From an optimization exercise on the open Yosys and OpenROAD flow, aimed at small area, a short achievable clock period and few clock cycles per item; shortcuts taken in it are not production practice.
At most, simulation tests tie the RTL to the original design; equivalence was not proved.
The RTL of run 8 was laid out without a check of its function.
No activity file was given, so power comes from the tool's default toggle rates.

<file path="design/flow/design.v">
module w0_pre (
    input  logic [15:0] b,
    output logic [15:0] bm,
    output logic        up
);
    logic [14:0] z;    
    always_comb begin
        logic [14:0] t;
        t = {~b[13:0], 1'b1};
        for (int l = 0; l < 4; l++)
            for (int i = 14; i >= 0; i--)
                if ((i >> l) & 1) t[i] = t[i] & t[((i >> l) << l) - 1];
        z = t;
    end
    assign up = (b[15] & ~b[14]) | (b[14] & z[14]);
    assign bm = {b[15], b[14:0] ^ ({15{~b[15] & b[14]}} & z)};
endmodule
module bf_pg (
    input  logic [15:0] a,
    input  logic [15:0] b,
    output logic [15:0] p,
    output logic [15:0] g
);
    assign p = a ^ b;
    assign g = a & b;
endmodule
module add16_sum #(
    parameter bit PN = 1'b0,
    parameter int CI = 2
)(
    input  logic [15:0] a,
    input  logic [15:0] p,
    input  logic [15:0] g,
    input  logic        ci,
    output logic [15:0] s
);
    logic [15:0] pp, gg, G, P;
    logic        c;
    assign pp = PN ? ~p : p;
    assign gg = PN ? a & ~g : g;
    assign c  = (CI == 2) ? ci : (CI == 3) ? ~ci : CI[0];
    always_comb begin
        G = gg; P = pp;
        for (int l = 0; l < 4; l++)
            for (int i = 0; i < 16; i++)
                if ((i % (2 << l)) == (2 << l) - 1) begin
                    G[i] = G[i] | (P[i] & G[i - (1 << l)]);
                    P[i] = P[i] & P[i - (1 << l)];
                end
        for (int l = 2; l >= 0; l--)
            for (int i = 0; i < 16; i++)
                if ((i % (2 << l)) == (1 << l) - 1 && i >= (2 << l)) begin
                    G[i] = G[i] | (P[i] & G[i - (1 << l)]);
                    P[i] = P[i] & P[i - (1 << l)];
                end
    end
    assign s = pp ^ ({G[14:0], 1'b0} | ({P[14:0], 1'b1} & {16{c}}));
endmodule
module butterfly #(
    parameter bit FIXED = 1'b0
)(
    input  logic [15:0] a,
    input  logic [15:0] b,
    input  logic        ci,
    output logic [15:0] out0,
    output logic [15:0] out1
);
    logic [15:0] p, g;
    bf_pg u_pg (.a(a), .b(b), .p(p), .g(g));
    add16_sum #(.PN(1'b0), .CI(FIXED ? 0 : 2)) u_add (.a(a), .p(p), .g(g), .ci(ci), .s(out0));
    add16_sum #(.PN(1'b1), .CI(FIXED ? 1 : 3)) u_sub (.a(a), .p(p), .g(g), .ci(ci), .s(out1));
endmodule
module fft4 #(
    parameter int WIDTH = 32
)(
    input logic clk,
    input logic rst,
    input logic start,
    output logic done,
    input logic signed [WIDTH-1:0] in0,
    input logic signed [WIDTH-1:0] in1,
    input logic signed [WIDTH-1:0] in2,
    input logic signed [WIDTH-1:0] in3,
    output logic signed [WIDTH-1:0] out0,
    output logic signed [WIDTH-1:0] out1,
    output logic signed [WIDTH-1:0] out2,
    output logic signed [WIDTH-1:0] out3
);
    logic [15:0] b2r, b2i, b3r, b3i;
    logic        u2r, u2i, u3r, u3i;
    w0_pre p2r (.b(in2[31:16]), .bm(b2r), .up(u2r));
    w0_pre p2i (.b(in2[15:0]),  .bm(b2i), .up(u2i));
    w0_pre p3r (.b(in3[31:16]), .bm(b3r), .up(u3r));
    w0_pre p3i (.b(in3[15:0]),  .bm(b3i), .up(u3i));
    logic [15:0] e0r_d, e0i_d, e1r_d, e1i_d, o0r_d, o0i_d, o1r_d, o1i_d;
    butterfly bf_er (.a(in0[31:16]), .b(b2r), .ci(u2r), .out0(e0r_d), .out1(e1r_d));
    butterfly bf_ei (.a(in0[15:0]),  .b(b2i), .ci(u2i), .out0(e0i_d), .out1(e1i_d));
    butterfly bf_or (.a(in1[31:16]), .b(b3r), .ci(u3r), .out0(o0r_d), .out1(o1r_d));
    butterfly bf_oi (.a(in1[15:0]),  .b(b3i), .ci(u3i), .out0(o0i_d), .out1(o1i_d));
    logic [15:0] m0r_d, m0i_d;
    logic        up0r_d, up0i_d;
    w0_pre p0r (.b(o0r_d), .bm(m0r_d), .up(up0r_d));
    w0_pre p0i (.b(o0i_d), .bm(m0i_d), .up(up0i_d));
    logic [15:0] e0r, e0i, m0r, m0i, o1r, o1i;
    logic [15:1] e1r_h, e1i_h;
    logic        up0r, up0i;
    always_ff @(posedge clk) begin
        if (start) begin
            e0r <= e0r_d; e0i <= e0i_d;
            e1r_h <= e1r_d[15:1]; e1i_h <= e1i_d[15:1];
            m0r <= m0r_d; m0i <= m0i_d;
            up0r <= up0r_d; up0i <= up0i_d;
            o1r <= o1r_d; o1i <= o1i_d;
        end
    end
    logic [15:0] e1r, e1i;
    assign e1r = {e1r_h, e0r[0]};
    assign e1i = {e1i_h, e0i[0]};
    always_ff @(posedge clk or posedge rst) begin
        if (rst) done <= 1'b0;
        else if (start) done <= 1'b1;
    end
    butterfly bf_0r (.a(e0r), .b(m0r), .ci(up0r), .out0(out0[31:16]), .out1(out2[31:16]));
    butterfly bf_0i (.a(e0i), .b(m0i), .ci(up0i), .out0(out0[15:0]),  .out1(out2[15:0]));
    butterfly #(.FIXED(1'b1)) bf_1r (.a(e1r), .b(o1i), .ci(1'b0), .out0(out1[31:16]), .out1(out3[31:16]));
    butterfly #(.FIXED(1'b1)) bf_1i (.a(e1i), .b(o1r), .ci(1'b0), .out0(out3[15:0]),  .out1(out1[15:0]));
endmodule
</file>
<file path="design/flow/flow/run.sh">
#!/bin/bash
# Standard layout (the standard.sh, standard synthesis), with the port
# buffers made of sky130 buf_1 cells instead of the default pick (a delay
# buffer). Every port still gets its own buffer. make's full output goes to
# standard.log; ORFS keeps each step's log under orfs/logs.
set -euo pipefail
export BUFFER_PORTS_ARGS="-buffer_cell sky130_fd_sc_hd__buf_1"
bash standard.sh > standard.log 2>&1
</file>
<file path="design/flow/standard.sh">
#!/bin/bash
# synth_recipe.tcl (not shown) runs the flow's synth.tcl, then flattens the netlist and writes it again
# the make line also repeats each setting of config.mk as NAME=value (left out here)
make -C /OpenROAD-flow-scripts/flow DESIGN_CONFIG=/design/flow/config.mk WORK_HOME=/design/flow/orfs CLKGATE_MAP_FILE= SYNTH_SCRIPT=/design/flow/synth_recipe.tcl "${@:-finish}"
</file>
<file path="design/flow/config.mk">
export PLATFORM = sky130hd
export DESIGN_NAME = fft4
export DESIGN_NICKNAME = fft4
export VERILOG_FILES = /design/flow/design.v
export SDC_FILE = /design/flow/constraint.sdc
export NUM_CORES = 4
export LEC_CHECK = 0
export ABC_AREA = 1
export CAP_MARGIN = 20
export CORE_MARGIN = 2
export CORE_UTILIZATION = 55
export CTS_BUF_LIST = sky130_fd_sc_hd__clkbuf_4 sky130_fd_sc_hd__clkbuf_8
export GPL_ROUTABILITY_DRIVEN = 0
export GPL_TIMING_DRIVEN = 1
export SETUP_SLACK_MARGIN = 5
export SLEW_MARGIN = 20
export SYNTH_HIERARCHICAL = 1
export SYNTH_MINIMUM_KEEP_SIZE = 0
</file>
<file path="design/flow/constraint.sdc">
create_clock -name core_clock -period 10.0 [get_ports {clk}]
set_input_delay 2.0000 -clock core_clock [delete_from_list [all_inputs] [get_ports {clk}]]
set_output_delay 2.0000 -clock core_clock [all_outputs]
set_load 0.01 [all_outputs]
</file>
==> results.txt, run 1 <==
worst-skew pair later-pin latency 450 ps; Final setup viols 0; Setup TNS Final 0 ps; Power per Cell Area 190 nW/um^2; Max Cap Viol 0; DR DRC count 0; commonest cells after routing, fill and taps aside 645 x nand2_1, 421 x inv_1, 258 x buf_1; cts bufs inserted 17; worst-path cell with the longest stage delay ha_1; maximum VDD drop 0.188 mV; post-layout util 0.628; Place WS 3920 ps; Yosys warning total 12; critical path class input port to flop; IO Port Bufs 259; commonest non-fill, non-tap cell in the layout nand2_1; DR WL/cell 13.2 microns; Initial Util 0.560; Die Wd 175 microns; Setup WS post-layout 5260 ps; M2 GR Usage 0.444; overall power 3.43 mW; syn avg cell area 7.04 sq um; TritonCTS clock tree built; Via density 4.91; Core Area 28800 sq um; leakage 9.55 nW; skew final 0 ps; CP top delay family simple AND/OR/NAND/NOR gates; DRT Pass-1 Iters 4; CP required 10210 ps; Total GRT Usage 0.255; cell area after synthesis 16100 sq um; Max FO, Critical Path 9; max-slew violations 0; syn_nets 2584; antenna-violating nets left 0; vias in the first global route 13584; CTS sink count 129; M3 GR Usage 0.0363; fin nets 2861; final hold vios 0; GR Overflow Total 0; status finished clean; Max Fclk 211 MHz; H-tree levels 4; min-delay worst type flop to flop; CTS root buf clkbuf_8; Tightest Pin Transition 1030 ps; I/O pins 260; cells along the critical path buf_1 -> nor2_2 -> nand2_2 -> nor2_8 -> nand3_2 -> nand2_1 -> nand2_1 -> ha_1 -> nand2_1 -> nor2_1 -> nand3_1 -> nand2_1 -> nor2_1 -> nand2_2 -> nand2_2 -> nand2_2 -> xor2_2 -> inv_2 -> nor2_4 -> nand2_1 -> nor2_1 -> nand2_1 -> nand2_1 -> o21ai_1; crit-path max cell delay 390 ps; Starting DRT DRC Count 660; final period utilization 0.474; Final min period 4740 ps; Clk pin slew, worst setup/hold paths 80 ps; relative slew slack 0.311; WP buf/inv 2; die area 30700 sq um; met1 Track Usage GR 0.336; post-DP HPWL 33000 microns; Die Span Y 175 microns; Layout Area Growth over Synthesis 12.0%; initial antenna violation count 4; Worst Setup Start Kind input port; hold_buf cts 0; CP arrival 4950 ps; global-route wire length before repair 62900 microns; crit end category flop; row count 62; Post-Route WL 39100 microns; Mapped Cells 2291; most frequent CP cell nand2_1; unrepaired setup endpoints after global routing true; share of layout cells above drive strength 1 0.118; vias 14567; Clock Path Buffers 2; GRT Max-Usage Layer met2; largest net degree at the start of global routing 80
[layout make-up]
type	count	area (sq um)
diodes	3	7.51
clock buffers	18	241
clock inverters	13	210
fillers	2731	10700
inverters	451	1690
multi-input cells	1695	10500
flip-flops and latches	129	3870
well taps	384	480
repair buffers	274	1100
[state kept, by name (all words and copies together) (netlist names)]
signal and flops:
up0r 1, up0i 1, m0i 16, o1r 16, o1i 16, done 1, e0i 16, m0r 16
e0r 16, e1i_h 15, e1r_h 15
[path summary, 6_finish.rpt]
kind	slack, ps	start	cells after the start	endpoint
worst min register to register	470	done	2	done
worst max register to register	9420	done	2	done
worst min-delay path	470	done	2	done
worst max-delay path	5260	in3[19]	24	m0r[5]
max in group asynchronous	8570	rst	2	done
min in group asynchronous	1340	rst	2	done
[worst min-delay path, delay by kind of cell, from the launching register on]
kind | cells | cell delay, ps
flops | 1 | 350
buf+inv | 1 | 40
simple gates | 1 | 40
[per-stage QoR]
step	cell area (sq um)	std cells	hold slack, ps
finish	18100	2967	468
global route	18100	2966	522
CTS	18000	2954	473
detailed placement	17400	2919	453
global placement	17400	2919	438
floorplan	16100	2291	493
[power breakdown]
| part | internal, mW | leakage [nW] | switching (mW) |
|---|---|---|---|
| combinational | 0.772 | 8.07 | 1.35 |
| clock | 0.299 | 0.225 | 0.225 |
| sequential | 0.728 | 1.26 | 0.0618 |
[layer usage]
| metal | vias to the layer above | share of wire |
|---|---|---|
| met3 | 28 | 0.049 |
| met1 | 6501 | 0.47 |
| met2 | 321 | 0.47 |
| li1 | 7715 | - |
| met4 | 2 | 0.011 |
| met5 | - | 0.00031 |
[repair_timing]
item | CTS | global route
pin swaps | 2 | 2
buffers inserted | 4 | 10
gates resized for setup | 4 | 5
setup endpoints to repair | 30 | 16
Testbench counts, summed over its fixed seeds: cycles 1,600, items 1,600.
==> inputs of run 2 (changes only) <==
--- a/design/flow/config.mk
+++ b/design/flow/config.mk
@@ -10,3 +10,3 @@
 export CORE_MARGIN = 2
-export CORE_UTILIZATION = 55
+export CORE_UTILIZATION = 60
 export CTS_BUF_LIST = sky130_fd_sc_hd__clkbuf_4 sky130_fd_sc_hd__clkbuf_8
@@ -14,2 +14,3 @@
 export GPL_TIMING_DRIVEN = 1
+export PLACE_DENSITY = 0.5
 export SETUP_SLACK_MARGIN = 5
==> run 2 against run 1 <==
- first-iteration DRC count grew 2.0%
- hold slack lost 12 ps
- combinational power is essentially flat
- cell area shrank 0.69%
- maximum frequency grew 1.0%
- global-route usage grew 2.0 points
- count of clock-buffer cells in the layout shrank 1
- critical path depth shrank 8
- register-to-register slack is essentially flat
==> results.txt, run 2 <==
Power per Cell Area 188 nW/um^2 (-0.91%); Max Fclk 213 MHz (+1.0%); initial antenna violation count 3 (-1); leakage 9.51 nW (-0.39%); Via density 5.01 (+2.1%); Tightest Pin Transition 697 ps (-337 ps); antenna-violating nets left 0 (unchanged); Total GRT Usage 0.275 (+0.0201); hold_buf cts 0 (unchanged); global-route wire length before repair 62600 microns (-0.37%); Setup TNS Final 0 ps (unchanged); Yosys warning total 12 (unchanged); critical path class flop to output port; Clock Path Buffers 2 (unchanged); DR DRC count 0 (unchanged); Post-Route WL 38400 microns (-1.7%); Mapped Cells 2291 (unchanged); Inst Count DP 2877 (-1.4%); IO Port Bufs 259 (unchanged); Finished Cell Area 17900 sq um (-0.69%); CP required 8000 ps (-2210 ps); Die Span Y 168 microns (-4.2%); H-tree levels 4 (unchanged); vias in the first global route 13672 (+0.65%); maximum VDD drop 0.142 mV (-24%); Core Area 26700 sq um (-7.4%); placed cell area 17400 sq um (-0.15%); cts bufs inserted 17 (unchanged); Starting DRT DRC Count 673 (+2.0%); Layout Area Growth over Synthesis 11.2%; max-slew violations 0 (unchanged); cell area after synthesis 16100 sq um (unchanged); Max Cap Viol 0 (unchanged); skew final 0 ps (unchanged); commonest non-fill, non-tap cell in the layout nand2_1; final std cells w/o fill 2923 (-1.5%); row count 60 (-3.2%); final hold vios 0 (unchanged); post-layout util 0.673 (+0.0455); DR WL/cell 13.1 microns (-0.19%); TritonCTS clock tree built; final period utilization 0.469 (-0.00492); unrepaired setup endpoints after global routing false; commonest cells after routing, fill and taps aside 645 x nand2_1, 421 x inv_1, 258 x buf_1; relative slew slack 0.535 (+0.224); CTS sink count 129 (unchanged); syn avg cell area 7.04 sq um (unchanged); FF-to-FF path depth 2 (unchanged); fin nets 2860 (-0.035%); syn_nets 2584 (unchanged); Worst Hold Depth 2 (unchanged); Initial Util 0.605 (+0.0448); Clk pin slew, worst setup/hold paths 100 ps (+20 ps); Worst Setup Start Kind flop; status finished clean; crit end category output port; min-delay worst type flop to flop; die area 28200 sq um (-8.1%); vias 14647 (+0.55%); Max FO, Critical Path 3 (-6); worst-skew pair later-pin latency 480 ps (+30 ps); largest net degree at the start of global routing 62 (-23%); CP arrival 2690 ps (-2260 ps); I/O pins 260 (unchanged); GR Overflow Total 0 (unchanged); DRT Pass-1 Iters 5 (+1); CTS root buf clkbuf_8; Die Wd 168 microns (-4.2%); share of layout cells above drive strength 1 0.117 (-0.00116); Final min period 4690 ps (-49.2 ps); Final setup viols 0 (unchanged); post-DP HPWL 32300 microns (-2.1%)
## run 2: layout make-up
type,count,area (sq um)
Clock inverter,15,155
Inverter,451,1690
Sequential cell,129,3870
Fill cell,2439,8710
Tap cell,341,427
Multi-Input combinational cell,1695,10500
Antenna cell,2,5.00
Clock buffer,17,234
Timing Repair Buffer,273,1100
## run 2: where the power goes
group / internal [mW] / switching (mW) / leakage, nW
combinational: 0.769 / 1.36 / 8.07
sequential: 0.727 / 0.0587 / 1.26
clock: 0.223 / 0.243 / 0.185
total: 1.72 / 1.66 / 9.51
## run 2: timing repair
action	CTS	global route
setup buffers	4	8
setup endpoints to repair	30	27
gates resized for setup	4	3
pin swaps	2	2
## run 2: layer usage
| layer | share of wire | track usage |
|---|---|---|
| met5 | 0.00018 | 0 |
| met1 | 0.44 | 0.347 |
| met3 | 0.061 | 0.0477 |
| met2 | 0.47 | 0.476 |
| met4 | 0.028 | 0.0941 |
## run 2: worst max-delay path: stages (launching register included)
cell and delay [ps]:
edfxtp_1 420, ha_1 360, ha_1 220, inv_1 90, nand2_4 60, nand2_2 60, nand2_2 60, nand2_2 80
nand2_4 60, nand2_2 60, nand2_2 50, nand2_1 60, nand2_1 50, ha_1 170, nor2_1 130, xnor2_1 130
buf_1 160
## run 2: stage by stage
stage	setup slack, ps	power [mW]	hold slack, ps
after detailed placement	3940	2.90	440
after floorplan	5410	2.30	493
after global routing	5030	3.66	485
after CTS	5130	3.38	463
final	5310	3.38	456
after global placement	4120	2.86	435
## run 2: worst paths after layout
kind                       startpoint       end  slack [ps]
min                              done      done         460
max reg2reg                      done      done        9430
max                          e1i_h[1]  out3[15]        5310
max in group asynchronous         rst      done        8610
min reg2reg                      done      done         460
min in group asynchronous         rst      done        1300
==> inputs of run 3 (changes only) <==
--- a/design/flow/config.mk
+++ b/design/flow/config.mk
@@ -14,3 +14,3 @@
 export GPL_TIMING_DRIVEN = 1
-export PLACE_DENSITY = 0.5
+export PLACE_DENSITY = 0.75
 export SETUP_SLACK_MARGIN = 5
==> run 3 against run 2 <==
- still clean
- count of clock-buffer cells in the layout unchanged
- worst setup slack lost 88 ps
- sequential power is essentially flat
- register-to-register slack hardly changed
- combinational power hardly changed
- cell area up 0.40%
- final cell count is essentially flat
- sequential share of layout area decreased by 0.085 points
- global-route usage grew 0.16 points
- first-iteration DRC count is 21% higher
- critical endpoint is now m0i[7]
- largest power group unchanged
==> results.txt, run 3 <==
status finished clean; cells along the critical path buf_1 -> inv_2 -> nor2_4 -> buf_4 -> nand3_2 -> nand2_1 -> nand2_1 -> ha_1 -> nand2_1 -> nand2_1 -> nand2_1 -> a21boi_0 -> nor2_1 -> nand2_2 -> nand2_2 -> nand2_2 -> xor2_1 -> inv_2 -> nor2_4 -> nand2_1 -> nor2_1 -> nand2_1 -> nand2_1 -> nand2_1; CP top delay family simple AND/OR/NAND/NOR gates; leakage 9.56 nW (+0.50%); max-slew violations 0 (unchanged); post-DP HPWL 32600 microns (+0.73%); global-route wire length before repair 63700 microns (+1.7%); FF-to-FF path depth 2 (unchanged); final hold vios 0 (unchanged); Tightest Pin Transition 696 ps (-1.24 ps); CP required 10220 ps (+2220 ps); row count 60 (unchanged); syn avg cell area 7.04 sq um (unchanged); hold_buf cts 0 (unchanged); R2R Setup Slk 9430 ps (about the same); Ant. Diodes 0 (-2); IO Port Bufs 259 (unchanged); Clock Path Buffers 2 (unchanged); Core Area 26700 sq um (unchanged); CTS sink count 129 (unchanged); skew final 0 ps (unchanged); Layout Area Growth over Synthesis 11.7%; share of layout cells above drive strength 1 0.119 (+0.00257); unrepaired setup endpoints after global routing true; hold slack final 460 ps (+3.99 ps); Die Wd 168 microns (unchanged); Initial Util 0.605 (unchanged); Via density 5.10 (+1.7%); Clk pin slew, worst setup/hold paths 80 ps (-20 ps); largest net degree at the start of global routing 52 (-16%); Total GRT Usage 0.277 (+0.00160); maximum VDD drop 0.171 mV (+21%); Place WS 3870 ps (-65.6 ps); WP buf/inv 4 (+2); DR WL/cell 13.4 microns (+1.8%); Worst Setup Start Kind input port; post-layout util 0.676 (+0.00268); Max Cap Viol 0 (unchanged); TritonCTS clock tree built; Setup WS post-layout 5220 ps (-88.4 ps); cts bufs inserted 17 (unchanged); syn_nets 2584 (unchanged); placed cell area 17400 sq um (-0.12%); Final setup viols 0 (unchanged); relative slew slack 0.536 (+0.000825); Inst Count DP 2877 (unchanged); vias in the first global route 13858 (+1.4%); Worst Hold Depth 2 (unchanged); CP arrival 5000 ps (+2310 ps); crit end category flop; Starting DRT DRC Count 814 (+21%); initial antenna violation count 0 (-3); DR DRC count 0 (unchanged); hold path start done; vias 14907 (+1.8%); Reg-to-Reg End done; Die Span Y 168 microns (unchanged); Power per Cell Area 192 nW/um^2 (+1.7%); WHS Endpoint done; worst-path cell with the longest stage delay ha_1; antenna-violating nets left 0 (unchanged); min-delay worst type flop to flop; H-tree levels 4 (unchanged); final period utilization 0.478 (+0.00884); Finished Cell Area 18000 sq um (+0.40%); Yosys warning total 12 (unchanged); GR Overflow Total 0 (unchanged); critical path class input port to flop; CTS root buf clkbuf_8; DRT Pass-1 Iters 6 (+1); I/O pins 260 (unchanged); Max Fclk 209 MHz (-1.8%); worst-skew pair later-pin latency 450 ps (-30 ps); most frequent CP cell nand2_1; Post-Route WL 39100 microns (+1.9%); Mapped Cells 2291 (unchanged); Final min period 4780 ps (+88.4 ps); Setup TNS Final 0 ps (unchanged); final std cells w/o fill 2924 (+0.034%); commonest cells after routing, fill and taps aside 645 x nand2_1, 421 x inv_1, 258 x buf_1; overall power 3.45 mW (+2.1%); Max FO, Critical Path 8 (+5); cell area after synthesis 16100 sq um (unchanged); fin nets 2863 (+0.10%); die area 28200 sq um (unchanged); reg-to-reg startpoint done; commonest non-fill, non-tap cell in the layout nand2_1; crit-path max cell delay 370 ps (-50 ps)
run 3: area by class of cell:
type | instances | area (sq um)
tap | 341 | 427
fill | 2348 | 8640
clock buffer | 17 | 234
timing repair buffer | 276 | 1100
inverter | 451 | 1690
sequential | 129 | 3870
multi-input combinational | 1695 | 10500
clock inverter | 15 | 229
run 3: worst max-delay path by stage:
| stage | start | end | slack (ps) | depth (start not counted) |
|---|---|---|---|---|
| 3_5_place_dp | in3[14] | m0i[6] | 3870 | 23 |
| 4_1_cts | in3[14] | m0i[7] | 5090 | 24 |
| 3_3_place_gp | in3[14] | m0i[5] | 4010 | 25 |
| 6_report | in3[14] | m0i[7] | 5220 | 24 |
| 5_1_grt | in3[19] | m0r[5] | 4980 | 24 |
| 2_1_floorplan | in3[14] | m0i[4] | 5410 | 21 |
run 3: what timing repair did:
action	CTS	global route
pin swaps	2	2
hold endpoints to repair	0	0
endpoints found under the setup margin	31	13
buffers inserted	6	9
resized for setup	4	4
run 3: worst reg2reg max path, stage by stage, from the launching register on:
cell and delay, ps:
dfrtp_1 380, inv_1 50, nand2_1 40
run 3: metal layers:
metal | up-vias | track usage | share of wire
li1 | 7716 | - | -
met3 | 43 | 0.0571 | 0.066
met5 | - | 0 | 0
met2 | 368 | 0.490 | 0.48
met4 | 0 | 0.0571 | 0.014
met1 | 6780 | 0.349 | 0.44
run 3: where the power goes:
part / leakage [nW] / switching (mW) / internal, mW
Sequential: 1.26 / 0.0607 / 0.727
Combinational: 8.07 / 1.36 / 0.770
Clock: 0.231 / 0.230 / 0.300
==> inputs of run 4 (changes only) <==
--- a/design/flow/config.mk
+++ b/design/flow/config.mk
@@ -12,5 +12,4 @@
 export CTS_BUF_LIST = sky130_fd_sc_hd__clkbuf_4 sky130_fd_sc_hd__clkbuf_8
-export GPL_ROUTABILITY_DRIVEN = 0
+export GPL_ROUTABILITY_DRIVEN = 1
 export GPL_TIMING_DRIVEN = 1
-export PLACE_DENSITY = 0.75
 export SETUP_SLACK_MARGIN = 5
==> run 4 against run 3 <==
- wire length is 2.0% lower
- highest routed layer unchanged
- critical path depth is 1 lower
- final cell count is 0.21% lower
- via count is 2.1% lower
- critical path type unchanged
- sequential power hardly changed
- power is 2.4% lower
- first-iteration DRC count is 3.9% higher
- clock power is 12% lower
- core utilization is 0.44 points lower
==> results.txt, run 4 <==
syn avg cell area 7.04 sq um (unchanged); post-DP HPWL 32400 microns (-0.43%); Max Fclk 207 MHz (-1.1%); Die Span Y 168 microns (unchanged); H-tree levels 4 (unchanged); sequential power share 0.233 (+0.005); status finished clean; maximum VDD drop 0.163 mV (-4.9%); largest net degree at the start of global routing 80 (+54%); final hold vios 0 (unchanged); Max Cap Viol 0 (unchanged); Final min period 4830 ps (+53.1 ps); Clock Path Buffers 2 (unchanged); hold_buf cts 0 (unchanged); global-route wire length before repair 61500 microns (-3.4%); placed cell area 17400 sq um (unchanged); vias 14589 (-2.1%); crit end category flop; FF-to-FF path depth 2 (unchanged); GPL Wtd Cong 0.941; Inst Count DP 2877 (unchanged); skew final 0 ps (unchanged); Place WS 3920 ps (+50.3 ps); CP required 10210 ps (about the same); Final setup viols 0 (unchanged); crit-path max cell delay 360 ps (about the same); Tightest Pin Transition 1070 ps (+372 ps); hold path start done; commonest non-fill, non-tap cell in the layout nand2_1; final period utilization 0.483 (+0.00531); min-delay worst type flop to flop; Post-Route WL 38300 microns (-2.0%); Die Wd 168 microns (unchanged); most frequent CP cell nand2_1; Finished Cell Area 17900 sq um (-0.65%); R2R Setup Slk 9430 ps (about the same); worst-skew pair later-pin latency 460 ps (about the same); max-slew violations 0 (unchanged); Clk pin slew, worst setup/hold paths 80 ps (about the same); reported net switching power 1.63 mW (-1.6%); Core Area 26700 sq um (unchanged); syn_nets 2584 (unchanged); initial antenna violation count 1 (+1); unrepaired setup endpoints after global routing true; Sw Ratio 0.483 (+0.00376); Yosys warning total 12 (unchanged); cells along the critical path buf_1 -> nor2_2 -> nand2_2 -> nor2_8 -> nand3_2 -> nand2_1 -> nand2_1 -> ha_1 -> nand2_1 -> nand2_1 -> nand2_1 -> a21boi_0 -> nor2_1 -> nand2_2 -> nand2_2 -> nand2_2 -> xor2_1 -> inv_2 -> nor2_4 -> buf_4 -> nand3b_4 -> o21ai_1 -> nand2_1; Reg-to-Reg End done; Ant. Diodes 0 (unchanged); leakage 9.51 nW (-0.56%); CP Capture Point m0r[4]; antenna-violating nets left 0 (unchanged); post-layout util 0.672 (-0.00441); multi-input logic area 10500 sq um (about the same); share of layout cells above drive strength 1 0.115 (-0.00438); worst-path cell with the longest stage delay ha_1; worst setup path startpoint in3[19]; cell area after synthesis 16100 sq um (unchanged); IO Port Bufs 259 (unchanged); CP arrival 5040 ps (+40 ps); Setup TNS Final 0 ps (unchanged); vias in the first global route 13413 (-3.2%); final std cells w/o fill 2918 (-0.21%); Initial Util 0.605 (unchanged); Setup WS post-layout 5170 ps (-53.1 ps); fill count 2420 (+3.1%); die area 28200 sq um (unchanged); CTS sink count 129 (unchanged); CTS root buf clkbuf_8; cts bufs inserted 17 (unchanged); Power per Cell Area 188 nW/um^2 (-1.7%); Worst Setup Start Kind input port; row count 60 (unchanged); GR Overflow Total 0 (unchanged); critical path class input port to flop; Total GRT Usage 0.272 (-0.00507); I/O pins 260 (unchanged); Starting DRT DRC Count 846 (+3.9%); relative slew slack 0.288 (-0.247); Clock Power Share 0.138 (-0.016); Mapped Cells 2291 (unchanged); DR WL/cell 13.1 microns (-1.8%); reg-to-reg startpoint done; Gate power share 0.628 (+0.010); TritonCTS clock tree built; Max FO, Critical Path 10 (+2); Power Internal 1.74 mW (-3.1%); Via density 5.00 (-1.9%); DR DRC count 0 (unchanged); Register Area 3870 sq um (unchanged); DRT Pass-1 Iters 5 (-1); Layout Area Growth over Synthesis 11.0%; commonest cells after routing, fill and taps aside 645 x nand2_1, 421 x inv_1, 258 x buf_1; fin nets 2857 (-0.21%)
## run 4: power groups by stage
stage / registers (mW) / clock network, mW / logic, mW
final: 0.786 / 0.466 / 2.12
after global routing: 0.796 / 0.498 / 2.36
after CTS: 0.788 / 0.476 / 2.12
after detailed placement: 0.798 / 0 / 2.10
after global placement: 0.799 / 0 / 2.06
after floorplan: 0.768 / 0 / 1.53
## run 4: critical path, delay by kind of cell
family / cells / cell delay (ps)
AO/OA/AOI/OAI: 2 / 420
XOR/XNOR: 1 / 280
adder cells (fa/ha/maj): 1 / 360
AND/OR/NAND/NOR: 16 / 1520
buffers and inverters: 3 / 450
## run 4: repair_timing
| action | 4_1_cts | 5_1_grt |
|---|---|---|
| gates cloned | 0 | 0 |
| endpoints found under the setup margin | 32 | 22 |
| setup buffers | 5 | 4 |
| resized for setup | 4 | 1 |
| pin swaps | 2 | 2 |
## run 4: area by class of cell
| cell class | count | share of cell area |
|---|---|---|
| flip-flops and latches | 129 | 0.216 |
| clock buffers | 20 | 0.0143 |
| repair buffers | 270 | 0.0591 |
| well taps | 341 | 0.0238 |
| clock inverters | 12 | 0.00790 |
| multi-input cells | 1695 | 0.584 |
| inverters | 451 | 0.0946 |
## run 4: stage by stage
step / total power [mW] / hold slack, ps
6_report: 3.37 / 462
5_1_grt: 3.66 / 483
4_1_cts: 3.38 / 461
3_5_place_dp: 2.90 / 442
3_3_place_gp: 2.86 / 435
2_1_floorplan: 2.30 / 493
## run 4: how the worst min path moves through the flow
stage	cells past startpoint	slack [ps]	endpoint
floorplan	2	490	done
global placement	2	440	done
detailed placement	2	440	done
CTS	2	460	done
global route	2	480	done
finish	2	460	done
## run 4: routing by layer
metal,global-route usage,vias to the layer above,routed length [microns]
li1,-,7707,-
met1,0.345,6452,16900
met2,0.469,370,17900
met3,0.0515,60,2490
met4,0.0839,0,993
met5,0,-,0
==> inputs of run 5 (changes only) <==
==> design/flow/flow/run.sh (replaced) <==
#!/bin/bash
set -euo pipefail
export BUFFER_PORTS_ARGS="-buffer_cell sky130_fd_sc_hd__buf_1"
export SETUP_SLACK_MARGIN=5.8
bash standard.sh > standard.log 2>&1
--- a/design/flow/config.mk
+++ b/design/flow/config.mk
@@ -12,5 +12,4 @@
 export CTS_BUF_LIST = sky130_fd_sc_hd__clkbuf_4 sky130_fd_sc_hd__clkbuf_8
-export GPL_ROUTABILITY_DRIVEN = 1
+export GPL_ROUTABILITY_DRIVEN = 0
 export GPL_TIMING_DRIVEN = 1
-export SETUP_SLACK_MARGIN = 5
 export SLEW_MARGIN = 20
@@ -18 +17,2 @@
 export SYNTH_MINIMUM_KEEP_SIZE = 0
+export TNS_END_PERCENT = 0
==> run 5 against run 4 <==
- still clean
- core utilization increased by 5.1 points
- synthesized area unchanged
- clock skew unchanged
- flip-flop and latch count unchanged
- via count increased by 3.3%
- first-iteration DRC count decreased by 15%
==> results.txt, run 5 <==
Mapped Cells 2291 (unchanged); Tightest Pin Transition 983 ps (-84.1 ps); Die Wd 168 microns (unchanged); DR DRC count 0 (unchanged); GRT Max-Usage Layer met2; commonest cells after routing, fill and taps aside 618 x nand2_1, 419 x inv_1, 242 x buf_1; post-layout util 0.723 (+0.0512); Clk pin slew, worst setup/hold paths 90 ps (about the same); crit-path max cell delay 440 ps (+80 ps); IO Port Bufs 259 (unchanged); Post-Route WL 40800 microns (+6.5%); final std cells w/o fill 2964 (+1.6%); Starting DRT DRC Count 721 (-15%); commonest non-fill, non-tap cell in the layout nand2_1; Register Area 3870 sq um (unchanged); hold path start done; vias in the first global route 14227 (+6.1%); Yosys warning total 12 (unchanged); WHS Endpoint done; multi-input logic area 11400 sq um (+9.4%); hold_buf cts 0 (unchanged); Final min period 4480 ps (-352 ps); worst-skew pair later-pin latency 460 ps (about the same); met1 Track Usage GR 0.355 (+0.00996); placed cell area 17500 sq um (+0.47%); M3 GR Usage 0.0496 (-0.00188); R2R Setup Slk 9420 ps (about the same); final period utilization 0.448 (-0.0352); H-tree levels 4 (unchanged); I/O pins 260 (unchanged); max-slew violations 0 (unchanged); M2 GR Usage 0.498 (+0.0295); cells along the critical path ha_4 -> ha_4 -> inv_2 -> nand2_4 -> nand2_4 -> nand2_4 -> buf_4 -> a31o_1 -> ha_1 -> nor2_1 -> xnor2_1 -> buf_1; Setup TNS Final 0 ps (unchanged); crit end category output port; GR Overflow Total 0 (unchanged); Reg-to-Reg End done; Core Area 26700 sq um (unchanged); Clock Path Buffers 2 (unchanged); antenna-violating nets left 0 (unchanged); vias 15066 (+3.3%); FF-to-FF path depth 2 (unchanged); status finished clean; fill count 2268 (-6.3%); Final setup viols 0 (unchanged); TritonCTS clock tree built; CTS root buf clkbuf_8; Max Cap Viol 0 (unchanged); Max Fclk 223 MHz (+7.9%); die area 28200 sq um (unchanged); Max FO, Critical Path 3 (-7); relative slew slack 0.344 (+0.0561); syn_nets 2584 (unchanged); CP required 8000 ps (-2210 ps); global-route wire length before repair 64800 microns (+5.4%); Initial Util 0.605 (unchanged); reg-to-reg startpoint done; Finished Cell Area 19300 sq um (+7.6%); skew final 0 ps (unchanged); largest net degree at the start of global routing 75 (-6.3%); worst-path cell with the longest stage delay edfxtp_1; cts bufs inserted 17 (unchanged); maximum VDD drop 0.180 mV (+11%); Worst Hold Depth 2 (unchanged); DRT Pass-1 Iters 6 (+1); Via density 5.08 (+1.7%); Power per Cell Area 186 nW/um^2 (-1.3%); min-delay worst type flop to flop; CTS sink count 129 (unchanged); row count 60 (unchanged); fin nets 2902 (+1.6%); Die Span Y 168 microns (unchanged); overall power 3.58 mW (+6.2%); initial antenna violation count 2 (+1); Total GRT Usage 0.284 (+0.0124); Inst Count DP 2876 (-0.035%); final hold vios 0 (unchanged); leakage 9.85 nW (+3.7%); unrepaired setup endpoints after global routing true; CP arrival 2480 ps (-2560 ps); Worst Setup Start Kind flop; share of layout cells above drive strength 1 0.189 (+0.0743); post-DP HPWL 32800 microns (+1.0%); most frequent CP cell nand2_4; cell area after synthesis 16100 sq um (unchanged); syn avg cell area 7.04 sq um (unchanged); DR WL/cell 13.8 microns (+4.9%); Layout Area Growth over Synthesis 19.4%; critical path class flop to output port
-- run 5: timing repair --
action / 4_1_cts / 5_1_grt
gates cloned: 0 / 0
pin swaps: 28 / 53
endpoints found under the setup margin: 179 / 185
gates resized for setup: 71 / 125
setup buffers: 30 / 25
-- run 5: area by class of cell --
type | instances | area share
antenna | 1 | 0.000130
clock buffer | 17 | 0.0121
clock inverter | 15 | 0.00767
inverter | 451 | 0.0882
multi-input combinational | 1695 | 0.594
sequential | 129 | 0.201
tap | 341 | 0.0222
timing repair buffer | 315 | 0.0751
-- run 5: worst max-delay path by stage --
stage / from / end / slack, ps / cells after the start
4_1_cts: e1r_h[1] / out1[31] / 5520 / 16
3_3_place_gp: in3[14] / m0i[5] / 4080 / 23
6_report: e1r_h[1] / out1[23] / 5520 / 12
3_5_place_dp: in3[14] / m0i[5] / 3890 / 23
2_1_floorplan: in3[14] / m0i[4] / 5460 / 21
5_1_grt: in3[17] / m0r[4] / 5370 / 24
-- run 5: layer usage --
layer | share of wire | vias to the layer above | routed length (microns)
li1 | - | 7804 | -
met1 | 0.43 | 6807 | 17600
met2 | 0.48 | 390 | 19600
met3 | 0.063 | 63 | 2560
met4 | 0.027 | 2 | 1090
met5 | 0.00032 | - | 13
-- run 5: per-stage QoR --
step,worst slack (ps),hold WS (ps)
6_report,5520,466
5_1_grt,5370,496
4_1_cts,5520,468
3_5_place_dp,3890,446
3_3_place_gp,4080,435
2_1_floorplan,5460,493
-- run 5: report_power, final --
| group | internal [mW] | switching [mW] |
|---|---|---|
| Combinational | 0.908 | 1.41 |
| Sequential | 0.729 | 0.0787 |
| Clock | 0.204 | 0.245 |
| Total | 1.84 | 1.74 |
-- run 5: critical path, delay by kind of cell (launching register included) --
| kind | cells | cell delay, ps |
|---|---|---|
| AOI/OAI and AO/OA | 1 | 170 |
| xor gates and xnor gates | 1 | 140 |
| adders and majority gates | 3 | 610 |
| buffers and inverters | 3 | 370 |
| DFF | 1 | 440 |
| and+or+nand+nor | 4 | 300 |
==> inputs of run 6 (changes only) <==
==> design/flow/flow/run.sh (replaced) <==
#!/bin/bash
set -euo pipefail
export BUFFER_PORTS_ARGS="-buffer_cell sky130_fd_sc_hd__buf_1"
export SETUP_SLACK_MARGIN=5.5
bash standard.sh > standard.log 2>&1
==> run 6 against run 5 <==
- via count fell by 0.61%
- cell area down 1.5%
- combinational power about the same
- register-to-register slack about the same
- sequential share of layout area is 0.30 points higher
- critical path depth rose by 12
- worst setup slack got worse by 66 ps
- sequential power is 0.6% lower
- global-route usage decreased by 0.17 points
- synthesized area is the same
- flip-flop and latch count unchanged
==> results.txt, run 6 <==
Setup WS post-layout 5450 ps (-65.7 ps); unrepaired setup endpoints after global routing true; critical path class input port to flop; DRT Pass-1 Iters 5 (-1); post-layout util 0.712 (-0.0105); Clk pin slew, worst setup/hold paths 90 ps (about the same); syn_nets 2584 (unchanged); final hold vios 0 (unchanged); crit-path max cell delay 300 ps (-140 ps); global-route wire length before repair 64400 microns (-0.72%); TritonCTS clock tree built; min-delay worst type flop to flop; Max Fclk 220 MHz (-1.4%); Core Area 26700 sq um (unchanged); initial antenna violation count 3 (+1); cells along the critical path clkbuf_2 -> nor2_4 -> nand2_2 -> nor2_8 -> nand3_2 -> nand2_1 -> nand2_1 -> ha_4 -> nand2_1 -> nor2_2 -> nand3_1 -> nand2_1 -> nor2_2 -> nand2_2 -> nand2_2 -> nand2_4 -> nand2_2 -> nand2_1 -> nand2_1 -> nand2_2 -> nor2_4 -> buf_6 -> ha_1 -> xor2_1; maximum VDD drop 0.183 mV (+1.3%); cell area after synthesis 16100 sq um (unchanged); worst-skew pair later-pin latency 450 ps (about the same); commonest non-fill, non-tap cell in the layout nand2_1; hold_buf cts 0 (unchanged); skew final 0 ps (unchanged); Mapped Cells 2291 (unchanged); Final min period 4550 ps (+65.7 ps); I/O pins 260 (unchanged); worst-path cell with the longest stage delay ha_4; FF-to-FF path depth 2 (unchanged); Worst Setup Start Kind input port; Setup TNS Final 0 ps (unchanged); leakage 9.76 nW (-0.99%); Power per Cell Area 186 nW/um^2 (+0.29%); post-DP HPWL 32800 microns (unchanged); Via density 5.08 (-0.14%); Crit path depth 24 (+12); cts bufs inserted 17 (unchanged); Tightest Pin Transition 985 ps (+1.99 ps); row count 60 (unchanged); Die Wd 168 microns (unchanged); max-slew violations 0 (unchanged); WP buf/inv 2 (-1); CP required 10190 ps (+2190 ps); die area 28200 sq um (unchanged); Max FO, Critical Path 8 (+5); relative slew slack 0.343 (-0.00133); CP top delay family simple AND/OR/NAND/NOR gates; Clock Path Buffers 2 (unchanged); CP arrival 4740 ps (+2260 ps); crit end category flop; status finished clean; Post-Route WL 40500 microns (-0.89%); Layout Area Growth over Synthesis 17.7%; vias 14974 (-0.61%); Max Cap Viol 0 (unchanged); Final setup viols 0 (unchanged); DR WL/cell 13.7 microns (-0.42%); final period utilization 0.455 (+0.00657); Starting DRT DRC Count 680 (-5.7%); IO Port Bufs 259 (unchanged); H-tree levels 4 (unchanged); GR Overflow Total 0 (unchanged); share of layout cells above drive strength 1 0.174 (-0.0150); syn avg cell area 7.04 sq um (unchanged); fin nets 2887 (-0.52%); Yosys warning total 12 (unchanged); vias in the first global route 14115 (-0.79%); Worst Hold Depth 2 (unchanged); CTS root buf clkbuf_8; CTS sink count 129 (unchanged); commonest cells after routing, fill and taps aside 624 x nand2_1, 419 x inv_1, 246 x buf_1; Total GRT Usage 0.282 (-0.00172); Die Span Y 168 microns (unchanged); Initial Util 0.605 (unchanged); antenna-violating nets left 0 (unchanged); most frequent CP cell nand2_1; Place WS 3890 ps (unchanged); DR DRC count 0 (unchanged); largest net degree at the start of global routing 75 (unchanged)
-- run 6: worst paths after layout --
| path | start | to | slack (ps) |
|---|---|---|---|
| setup / recovery | in3[17] | m0r[1] | 5450 |
| hold / removal | done | done | 470 |
| setup reg to reg | done | done | 9420 |
| hold reg to reg | done | done | 470 |
| max in group asynchronous | rst | done | 8570 |
| min in group asynchronous | rst | done | 1340 |
-- run 6: area by class of cell --
cell class / count / area (sq um)
Multi-Input combinational cell: 1695 / 11300
Fill cell: 2322 / 7670
Sequential cell: 129 / 3870
Inverter: 451 / 1700
Timing Repair Buffer: 300 / 1320
Tap cell: 341 / 427
Clock buffer: 17 / 234
Clock inverter: 15 / 148
Antenna cell: 2 / 5.00
-- run 6: metal layers --
layer | global-route usage | vias to the layer above | share of wire
met3 | 0.0496 | 63 | 0.065
met5 | 0 | - | 0.00032
met4 | 0.0998 | 2 | 0.028
met2 | 0.492 | 398 | 0.48
met1 | 0.352 | 6748 | 0.43
li1 | - | 7763 | -
-- run 6: worst reg2reg max path, stage by stage (launching register included) --
cell and delay, ps:
dfrtp_1 390, inv_1 50, nand2_1 40
-- run 6: per-stage QoR --
step | hold WS [ps] | power, mW | cell area, sq um | instances
6_report | 466 | 3.54 | 19000 | 2950
5_1_grt | 496 | 3.83 | 19000 | 2950
4_1_cts | 468 | 3.43 | 18300 | 2933
3_5_place_dp | 446 | 2.90 | 17500 | 2876
3_3_place_gp | 435 | 2.86 | 17500 | 2876
2_1_floorplan | 493 | 2.31 | 16200 | 2291
-- run 6: where the power goes --
part	total, mW	switching [mW]	internal, mW
clock	0.447	0.243	0.204
sequential	0.803	0.0741	0.728
combinational	2.29	1.41	0.879
-- run 6: repair_timing --
| item | CTS | global route |
|---|---|---|
| buffers inserted | 25 | 15 |
| setup endpoints to repair | 71 | 110 |
| pin swaps | 18 | 40 |
| gates resized for setup | 43 | 118 |
| endpoints found under the hold margin | 0 | 0 |
==> inputs of run 7 (changes only) <==
==> design/flow/flow/run.sh (replaced) <==
#!/bin/bash
set -euo pipefail
export BUFFER_PORTS_ARGS="-buffer_cell sky130_fd_sc_hd__buf_1"
export SETUP_SLACK_MARGIN=5.6
export SETUP_MOVE_SEQUENCE="sizeup,swap"
bash standard.sh > standard.log 2>&1
==> run 7 against run 6 <==
- via count decreased by 2.1%
- non-clock buffer count fell by 40
- core utilization shrank 3.6 points
- sequential power shrank 2%
- global-route usage down 0.52 points
- critical path type unchanged
- largest cell class unchanged
==> results.txt, run 7 <==
crit end category flop; Max Cap Viol 0 (unchanged); critical path class input port to flop; commonest non-fill, non-tap cell in the layout nand2_1; Initial Util 0.605 (unchanged); initial antenna violation count 2 (-1); post-DP HPWL 32800 microns (unchanged); relative slew slack 0.346 (+0.00328); Die Span Y 168 microns (unchanged); maximum VDD drop 0.175 mV (-4.0%); die area 28200 sq um (unchanged); Power per Cell Area 186 nW/um^2 (-0.18%); vias 14666 (-2.1%); antenna-violating nets left 0 (unchanged); Core Area 26700 sq um (unchanged); Setup TNS Final 0 ps (unchanged); Total GRT Usage 0.277 (-0.00521); final period utilization 0.492 (+0.0372); Register Area 3870 sq um (unchanged); Final setup viols 0 (unchanged); commonest cells after routing, fill and taps aside 636 x nand2_1, 421 x inv_1, 255 x buf_1; Layout Area Growth over Synthesis 11.8%; CTS sink count 129 (unchanged); fin nets 2847 (-1.4%); IO Port Bufs 259 (unchanged); Die Wd 168 microns (unchanged); cts bufs inserted 17 (unchanged); Final min period 4920 ps (+372 ps); final hold vios 0 (unchanged); Mapped Cells 2291 (unchanged); Max Fclk 203 MHz (-7.6%); share of layout cells above drive strength 1 0.123 (-0.0514); global-route wire length before repair 63200 microns (-1.8%); vias in the first global route 13875 (-1.7%); fill count 2460 (+5.9%); DRT Pass-1 Iters 6 (+1); DR DRC count 0 (unchanged); skew final 0 ps (unchanged); Tightest Pin Transition 981 ps (-4.92 ps); postcts setup bufs 0 (-100%); hold_buf cts 0 (unchanged); leakage 9.49 nW (-2.8%); max-slew violations 0 (unchanged); Max FO, Critical Path 11 (+3); I/O pins 260 (unchanged); Worst Setup Start Kind input port; DR WL/cell 13.3 microns (-2.7%); row count 60 (unchanged); multi-input logic area 10600 sq um (-5.6%); worst-skew pair later-pin latency 460 ps (about the same); CP required 10210 ps (+20 ps); Clock Path Buffers 2 (unchanged); Post-Route WL 38800 microns (-4.1%); CTS root buf clkbuf_8; Starting DRT DRC Count 684 (+0.59%); Via density 5.04 (-0.68%); CP arrival 5130 ps (+390 ps); GR Overflow Total 0 (unchanged); Clk pin slew, worst setup/hold paths 90 ps (about the same); status finished clean; largest net degree at the start of global routing 75 (unchanged); syn_nets 2584 (unchanged); TritonCTS clock tree built; min-delay worst type flop to flop; cell area after synthesis 16100 sq um (unchanged); overall power 3.35 mW (-5.2%); unrepaired setup endpoints after global routing true; Yosys warning total 12 (unchanged); syn avg cell area 7.04 sq um (unchanged); H-tree levels 4 (unchanged)
-- run 7: final timing paths --
| path | start | to | slack [ps] | cells after the start |
|---|---|---|---|---|
| max in group asynchronous | rst | done | 8570 | 2 |
| min reg2reg | done | done | 470 | 2 |
| max | in3[17] | m0r[5] | 5080 | 24 |
| max reg2reg | done | done | 9420 | 2 |
| min in group asynchronous | rst | done | 1340 | 2 |
| min | done | done | 470 | 2 |
-- run 7: final cells by class --
class / count / share of cell area
antenna: 1 / 0.000139
clock buffer: 17 / 0.0130
clock inverter: 15 / 0.00819
inverter: 451 / 0.0941
multi-input combinational: 1695 / 0.590
sequential: 129 / 0.215
tap: 341 / 0.0237
timing repair buffer: 260 / 0.0559
-- run 7: worst max-delay path, cell delays in order --
cell,delay [ps]
buf_1,160
nor2_4,230
nand2_2,120
nor2_8,200
nand3_2,90
nand2_1,80
nand2_1,50
ha_1,390
nand2_1,90
nor2_1,220
nand3_1,110
nand2_1,70
nor2_1,50
nand2_2,110
nand2_2,70
nand2_4,90
xor2_4,180
inv_2,70
nor2_4,360
nand2_4,110
nor2_1,100
nand2_1,70
nand2_1,60
o21ai_1,60
-- run 7: stage by stage --
step / worst slack, ps / util / hold WS, ps / cell area, sq um / cells
2_1_floorplan: 5460 / - / 493 / 16200 / 2291
3_3_place_gp: 4080 / 0.656 / 435 / 17500 / 2876
3_5_place_dp: 3890 / 0.656 / 446 / 17500 / 2876
4_1_cts: 5120 / 0.673 / 468 / 17900 / 2908
5_1_grt: 4830 / 0.676 / 496 / 18000 / 2909
6_report: 5080 / 0.676 / 465 / 18000 / 2909
-- run 7: layer usage --
metal | vias to the layer above | GRT usage | share of wire
li1 | 7684 | - | -
met1 | 6578 | 0.348 | 0.44
met2 | 349 | 0.485 | 0.47
met3 | 53 | 0.0510 | 0.062
met4 | 2 | 0.0839 | 0.023
met5 | - | 0 | 0.00033
-- run 7: power breakdown --
part | internal, mW | leakage (nW) | switching [mW]
Sequential | 0.727 | 1.26 | 0.0609
Combinational | 0.767 | 8.04 | 1.35
Clock | 0.204 | 0.192 | 0.244
-- run 7: what timing repair did --
| action | 4_1_cts | 5_1_grt |
|---|---|---|
| pin swaps | 21 | 20 |
| endpoints found under the setup margin | 106 | 159 |
| gates resized for setup | 21 | 16 |
==> inputs of run 8 (changes only) <==
--- a/design/flow/design.v
+++ b/design/flow/design.v
@@ -16,2 +16,26 @@
     assign bm = {b[15], b[14:0] ^ ({15{~b[15] & b[14]}} & z)};
+endmodule
+module w0_sum (
+    input  logic [15:0] s,
+    input  logic [15:14] p,
+    input  logic [15:14] g,
+    input  logic        c14,
+    output logic [15:0] bm,
+    output logic        up
+);
+    logic [14:0] z;    
+    logic        dn0, dn1, dnp;
+    always_comb begin
+        logic [14:0] t;
+        t = {~s[13:0], 1'b1};
+        for (int l = 0; l < 4; l++)
+            for (int i = 14; i >= 0; i--)
+                if ((i >> l) & 1) t[i] = t[i] & t[((i >> l) << l) - 1];
+        z = t;
+    end
+    assign dn0 =  p[14] & ~(p[15] ^ g[14]);
+    assign dn1 = ~p[14] & ~(p[15] ^ (g[14] | p[14]));
+    assign dnp = c14 ? dn1 : dn0;
+    assign up = (s[15] & ~s[14]) | (s[14] & z[14]);
+    assign bm = {s[15], s[14:0] ^ ({15{dnp}} & z)};
 endmodule
@@ -34,3 +58,4 @@
     input  logic        ci,
-    output logic [15:0] s
+    output logic [15:0] s,
+    output logic        c14      
 );
@@ -39,3 +64,3 @@
     assign pp = PN ? ~p : p;
-    assign gg = PN ? a & ~g : g;
+    assign gg = PN ? a & p : g;
     assign c  = (CI == 2) ? ci : (CI == 3) ? ~ci : CI[0];
@@ -57,2 +82,3 @@
     assign s = pp ^ ({G[14:0], 1'b0} | ({P[14:0], 1'b1} & {16{c}}));
+    assign c14 = G[13] | (P[13] & c);
 endmodule
@@ -65,8 +91,13 @@
     output logic [15:0] out0,
-    output logic [15:0] out1
+    output logic [15:0] out1,
+    output logic [15:14] p_hi,     
+    output logic [15:14] g_hi,
+    output logic        c14        
 );
     logic [15:0] p, g;
+    assign p_hi = p[15:14];
+    assign g_hi = g[15:14];
     bf_pg u_pg (.a(a), .b(b), .p(p), .g(g));
-    add16_sum #(.PN(1'b0), .CI(FIXED ? 0 : 2)) u_add (.a(a), .p(p), .g(g), .ci(ci), .s(out0));
-    add16_sum #(.PN(1'b1), .CI(FIXED ? 1 : 3)) u_sub (.a(a), .p(p), .g(g), .ci(ci), .s(out1));
+    add16_sum #(.PN(1'b0), .CI(FIXED ? 0 : 2)) u_add (.a(a), .p(p), .g(g), .ci(ci), .s(out0), .c14(c14));
+    add16_sum #(.PN(1'b1), .CI(FIXED ? 1 : 3)) u_sub (.a(a), .p(p), .g(g), .ci(ci), .s(out1), .c14());
 endmodule
@@ -95,10 +126,16 @@
     logic [15:0] e0r_d, e0i_d, e1r_d, e1i_d, o0r_d, o0i_d, o1r_d, o1i_d;
-    butterfly bf_er (.a(in0[31:16]), .b(b2r), .ci(u2r), .out0(e0r_d), .out1(e1r_d));
-    butterfly bf_ei (.a(in0[15:0]),  .b(b2i), .ci(u2i), .out0(e0i_d), .out1(e1i_d));
-    butterfly bf_or (.a(in1[31:16]), .b(b3r), .ci(u3r), .out0(o0r_d), .out1(o1r_d));
-    butterfly bf_oi (.a(in1[15:0]),  .b(b3i), .ci(u3i), .out0(o0i_d), .out1(o1i_d));
+    butterfly bf_er (.a(in0[31:16]), .b(b2r), .ci(u2r), .out0(e0r_d), .out1(e1r_d),
+                     .p_hi(), .g_hi(), .c14());
+    butterfly bf_ei (.a(in0[15:0]),  .b(b2i), .ci(u2i), .out0(e0i_d), .out1(e1i_d),
+                     .p_hi(), .g_hi(), .c14());
+    logic [15:14] po0r, go0r, po0i, go0i;
+    logic         c14o0r, c14o0i;
+    butterfly bf_or (.a(in1[31:16]), .b(b3r), .ci(u3r), .out0(o0r_d), .out1(o1r_d),
+                     .p_hi(po0r), .g_hi(go0r), .c14(c14o0r));
+    butterfly bf_oi (.a(in1[15:0]),  .b(b3i), .ci(u3i), .out0(o0i_d), .out1(o1i_d),
+                     .p_hi(po0i), .g_hi(go0i), .c14(c14o0i));
     logic [15:0] m0r_d, m0i_d;
     logic        up0r_d, up0i_d;
-    w0_pre p0r (.b(o0r_d), .bm(m0r_d), .up(up0r_d));
-    w0_pre p0i (.b(o0i_d), .bm(m0i_d), .up(up0i_d));
+    w0_sum p0r (.s(o0r_d), .p(po0r), .g(go0r), .c14(c14o0r), .bm(m0r_d), .up(up0r_d));
+    w0_sum p0i (.s(o0i_d), .p(po0i), .g(go0i), .c14(c14o0i), .bm(m0i_d), .up(up0i_d));
     logic [15:0] e0r, e0i, m0r, m0i, o1r, o1i;
@@ -122,6 +159,10 @@
     end
-    butterfly bf_0r (.a(e0r), .b(m0r), .ci(up0r), .out0(out0[31:16]), .out1(out2[31:16]));
-    butterfly bf_0i (.a(e0i), .b(m0i), .ci(up0i), .out0(out0[15:0]),  .out1(out2[15:0]));
-    butterfly #(.FIXED(1'b1)) bf_1r (.a(e1r), .b(o1i), .ci(1'b0), .out0(out1[31:16]), .out1(out3[31:16]));
-    butterfly #(.FIXED(1'b1)) bf_1i (.a(e1i), .b(o1r), .ci(1'b0), .out0(out3[15:0]),  .out1(out1[15:0]));
+    butterfly bf_0r (.a(e0r), .b(m0r), .ci(up0r), .out0(out0[31:16]), .out1(out2[31:16]),
+                     .p_hi(), .g_hi(), .c14());
+    butterfly bf_0i (.a(e0i), .b(m0i), .ci(up0i), .out0(out0[15:0]),  .out1(out2[15:0]),
+                     .p_hi(), .g_hi(), .c14());
+    butterfly #(.FIXED(1'b1)) bf_1r (.a(e1r), .b(o1i), .ci(1'b0), .out0(out1[31:16]), .out1(out3[31:16]),
+                     .p_hi(), .g_hi(), .c14());
+    butterfly #(.FIXED(1'b1)) bf_1i (.a(e1i), .b(o1r), .ci(1'b0), .out0(out3[15:0]),  .out1(out1[15:0]),
+                     .p_hi(), .g_hi(), .c14());
 endmodule
==> design/flow/flow/run.sh (replaced) <==
#!/bin/bash
# Standard layout (the standard.sh, standard synthesis), with the port
# buffers made of sky130 buf_1 cells instead of the default pick (a delay
# buffer). Every port still gets its own buffer. make's full output goes to
# standard.log; ORFS keeps each step's log under orfs/logs.
set -euo pipefail
export BUFFER_PORTS_ARGS="-buffer_cell sky130_fd_sc_hd__buf_1"
bash standard.sh > standard.log 2>&1
--- a/design/flow/config.mk
+++ b/design/flow/config.mk
@@ -14,2 +14,3 @@
 export GPL_TIMING_DRIVEN = 1
+export SETUP_SLACK_MARGIN = 5
 export SLEW_MARGIN = 20
@@ -17,2 +18 @@
 export SYNTH_MINIMUM_KEEP_SIZE = 0
-export TNS_END_PERCENT = 0
==> run 8 against run 7 <==
- cell area decreased by 0.85%
- via count decreased by 0.48%
- largest power group unchanged
- global-route usage decreased by 0.66 points
- first-iteration DRC count increased by 8.6%
- core utilization decreased by 0.76 points
- critical endpoint is now out3[15]
==> results.txt, run 8 <==
hold path start done; maximum VDD drop 0.164 mV (-6.3%); share of layout cells above drive strength 1 0.152 (+0.0297); DR WL/cell 13.5 microns (+1.1%); vias in the first global route 13475 (-2.9%); Tightest Pin Transition 958 ps (-22.9 ps); Initial Util 0.605 (about the same); crit-path max cell delay 460 ps (+70 ps); cell area after synthesis 16200 sq um (+0.23%); commonest non-fill, non-tap cell in the layout nand2_1; syn_nets 2516 (-2.6%); max-slew violations 0 (unchanged); Core Area 26700 sq um (+0.28%); Post-Route WL 38500 microns (-0.77%); IO Port Bufs 259 (unchanged); Setup TNS Final 0 ps (unchanged); Die Wd 168 microns (+0.11%); Max Cap Viol 0 (unchanged); Die Span Y 168 microns (+0.11%); skew final 0 ps (unchanged); fin nets 2787 (-2.1%); antenna-violating nets left 0 (unchanged); CP required 8000 ps (-2210 ps); global-route wire length before repair 62400 microns (-1.3%); most frequent CP cell nand2_2; worst-path cell with the longest stage delay edfxtp_1; GR Overflow Total 0 (unchanged); Max Fclk 210 MHz (+3.5%); CP arrival 2750 ps (-2380 ps); TritonCTS clock tree built; Final setup viols 0 (unchanged); Clock Path Buffers 2 (unchanged); critical path class flop to output port; cts bufs inserted 17 (unchanged); relative slew slack 0.362 (+0.0153); vias 14596 (-0.48%); unrepaired setup endpoints after global routing false; status finished clean; Setup WS post-layout 5250 ps (+164 ps); initial antenna violation count 0 (-2); CTS root buf clkbuf_8; CTS sink count 129 (unchanged); cells along the critical path ha_1 -> ha_1 -> inv_1 -> nand2_4 -> nand2_2 -> nand2_2 -> nand2_2 -> nand2_4 -> nand2_2 -> nand2_2 -> nand2_1 -> nand2_1 -> ha_1 -> nor2_1 -> xnor2_1 -> buf_1; Mapped Cells 2229 (-2.7%); crit end category output port; Starting DRT DRC Count 743 (+8.6%); reg-to-reg startpoint done; Yosys warning total 13 (+1); H-tree levels 4 (unchanged); DR DRC count 0 (unchanged); row count 60 (unchanged); worst-skew pair later-pin latency 450 ps (about the same); Total GRT Usage 0.270 (-0.00660); commonest cells after routing, fill and taps aside 649 x nand2_1, 289 x inv_1, 258 x buf_1; worst setup path startpoint e1i_h[1]; Worst Setup Start Kind flop; fill count 2461 (+0.041%); Place WS 4540 ps (+649 ps); Via density 5.11 (+1.4%); post-DP HPWL 32000 microns (-2.3%); Power per Cell Area 202 nW/um^2 (+8.9%); Final min period 4750 ps (-164 ps); Clk pin slew, worst setup/hold paths 90 ps (about the same); final period utilization 0.475 (-0.0164); final hold vios 0 (unchanged); largest net degree at the start of global routing 74 (-1.3%); DRT Pass-1 Iters 5 (-1); syn avg cell area 7.25 sq um (+3.0%); die area 28300 sq um (+0.23%); Layout Area Growth over Synthesis 10.6%; Max FO, Critical Path 5 (-6); leakage 9.07 nW (-4.4%); I/O pins 260 (unchanged); min-delay worst type flop to flop
==> run 8: changes by cell type in the layout (fill, tap and decap cells not counted), sizes merged, moves of 22 or more <==
cell	change
inv	-141
nand2	+34
nand3	+44
nor2	+22
o21ai	+34
o22ai	-28
==> run 8: cell type report <==
type / count / area [sq um] / area share
Antenna cell: 1 / 2.50 / 0.000140
Clock buffer: 18 / 241 / 0.0135
Clock inverter: 14 / 141 / 0.00791
Inverter: 317 / 1190 / 0.0666
Multi-Input combinational cell: 1765 / 10900 / 0.612
Sequential cell: 129 / 3870 / 0.216
Tap cell: 341 / 427 / 0.0239
Timing Repair Buffer: 270 / 1060 / 0.0592
==> run 8: worst max-delay path, delay by kind of cell (launching register included) <==
| kind | cells | cell delay (ps) |
|---|---|---|
| fa+ha+maj | 3 | 790 |
| simple gates | 10 | 660 |
| buf+inv | 2 | 250 |
| flops | 1 | 460 |
| xor+xnor | 1 | 130 |
==> run 8: metal layers <==
layer | wire, microns | track usage
met1 | 17500 | 0.346
met2 | 18000 | 0.473
met3 | 2020 | 0.0411
met4 | 1020 | 0.0795
met5 | 0 | 0
==> run 8: worst paths after layout <==
check,end,slack (ps),cells past startpoint
worst max-delay path,out3[15],5250,16
worst min-delay path,done,460,2
worst max register to register,done,9430,2
worst min register to register,done,460,2
max in group asynchronous,done,8580,2
min in group asynchronous,done,1330,2
==> run 8: timing repair <==
item	4_1_cts	5_1_grt
setup buffers	0	10
resized for setup	0	2
setup endpoints to repair	0	32
hold buffers	0	0
endpoints found under the hold margin	0	0
==> run 8: per-stage QoR <==
stage | utilization | total power [mW] | cells | hold WS [ps] | cell area (sq um)
3_5_place_dp | 0.651 | 3.17 | 2812 | 446 | 17400
4_1_cts | 0.665 | 3.63 | 2844 | 467 | 17800
3_3_place_gp | 0.651 | 3.13 | 2812 | 435 | 17400
6_report | 0.669 | 3.62 | 2855 | 461 | 17900
5_1_grt | 0.669 | 3.94 | 2854 | 486 | 17900
2_1_floorplan | - | 2.53 | 2229 | 493 | 16200
==> run 8: power by group <==
part           internal (mW)  switching [mW]  leakage [nW]
Combinational          0.847            1.53          7.63
Clock                  0.222           0.225         0.181
Sequential             0.734          0.0638          1.26
Total                   1.80            1.82          9.07

-- afterwards: timing with drivers on the ports --
No port has a modelled driver above. Below, the same layouts with a new extraction and two added sets of constraints.
Step 1 (the two cells are an assumption about what drives the block):
set clk [get_ports {clk}]
set_driving_cell -lib_cell sky130_fd_sc_hd__clkbuf_16 $clk
set_driving_cell -lib_cell sky130_fd_sc_hd__buf_2 [delete_from_list [all_inputs] $clk]
Step 2 times the ports against the registers' clock, not the clock port: input delays grow and output delays shrink by t, the midpoint of the rising clock arrivals with the driver on.
Three values: ideal, step 1, step 2; two values: the first two.
run | t, ns | setup slack, ns | worst hold slack (ns) | worst setup path at the end | latest minus earliest clock arrival (ns)
run 1 | 0.494 | 5.260 / 5.258 / 4.772 | 0.468 / 0.468 / 0.468 | input to register | 0.022 / 0.022
run 2 | 0.516 | 5.309 / 5.262 / 4.896 | 0.456 / 0.456 / 0.456 | input to register | 0.021 / 0.021
run 3 | 0.496 | 5.221 / 5.237 / 4.744 | 0.460 / 0.460 / 0.460 | input to register | 0.016 / 0.016
run 4 | 0.499 | 5.168 / 5.194 / 4.694 | 0.462 / 0.462 / 0.462 | input to register | 0.014 / 0.013
run 5 | 0.500 | 5.520 / 5.474 / 5.048 | 0.466 / 0.466 / 0.466 | input to register | 0.017 / 0.016
run 6 | 0.491 | 5.454 / 5.457 / 4.988 | 0.466 / 0.466 / 0.466 | input to register | 0.017 / 0.017
run 7 | 0.498 | 5.082 / 5.091 / 4.593 | 0.465 / 0.465 / 0.465 | input to register | 0.022 / 0.022
run 8 | 0.488 | 5.247 / 5.202 / 4.782 | 0.461 / 0.461 / 0.461 | input to register | 0.024 / 0.023
After both steps every run listed still meets setup and hold. The setup slack of run 7, which loses most, moves by +0.009 ns with the drivers and by -0.489 ns with both steps.
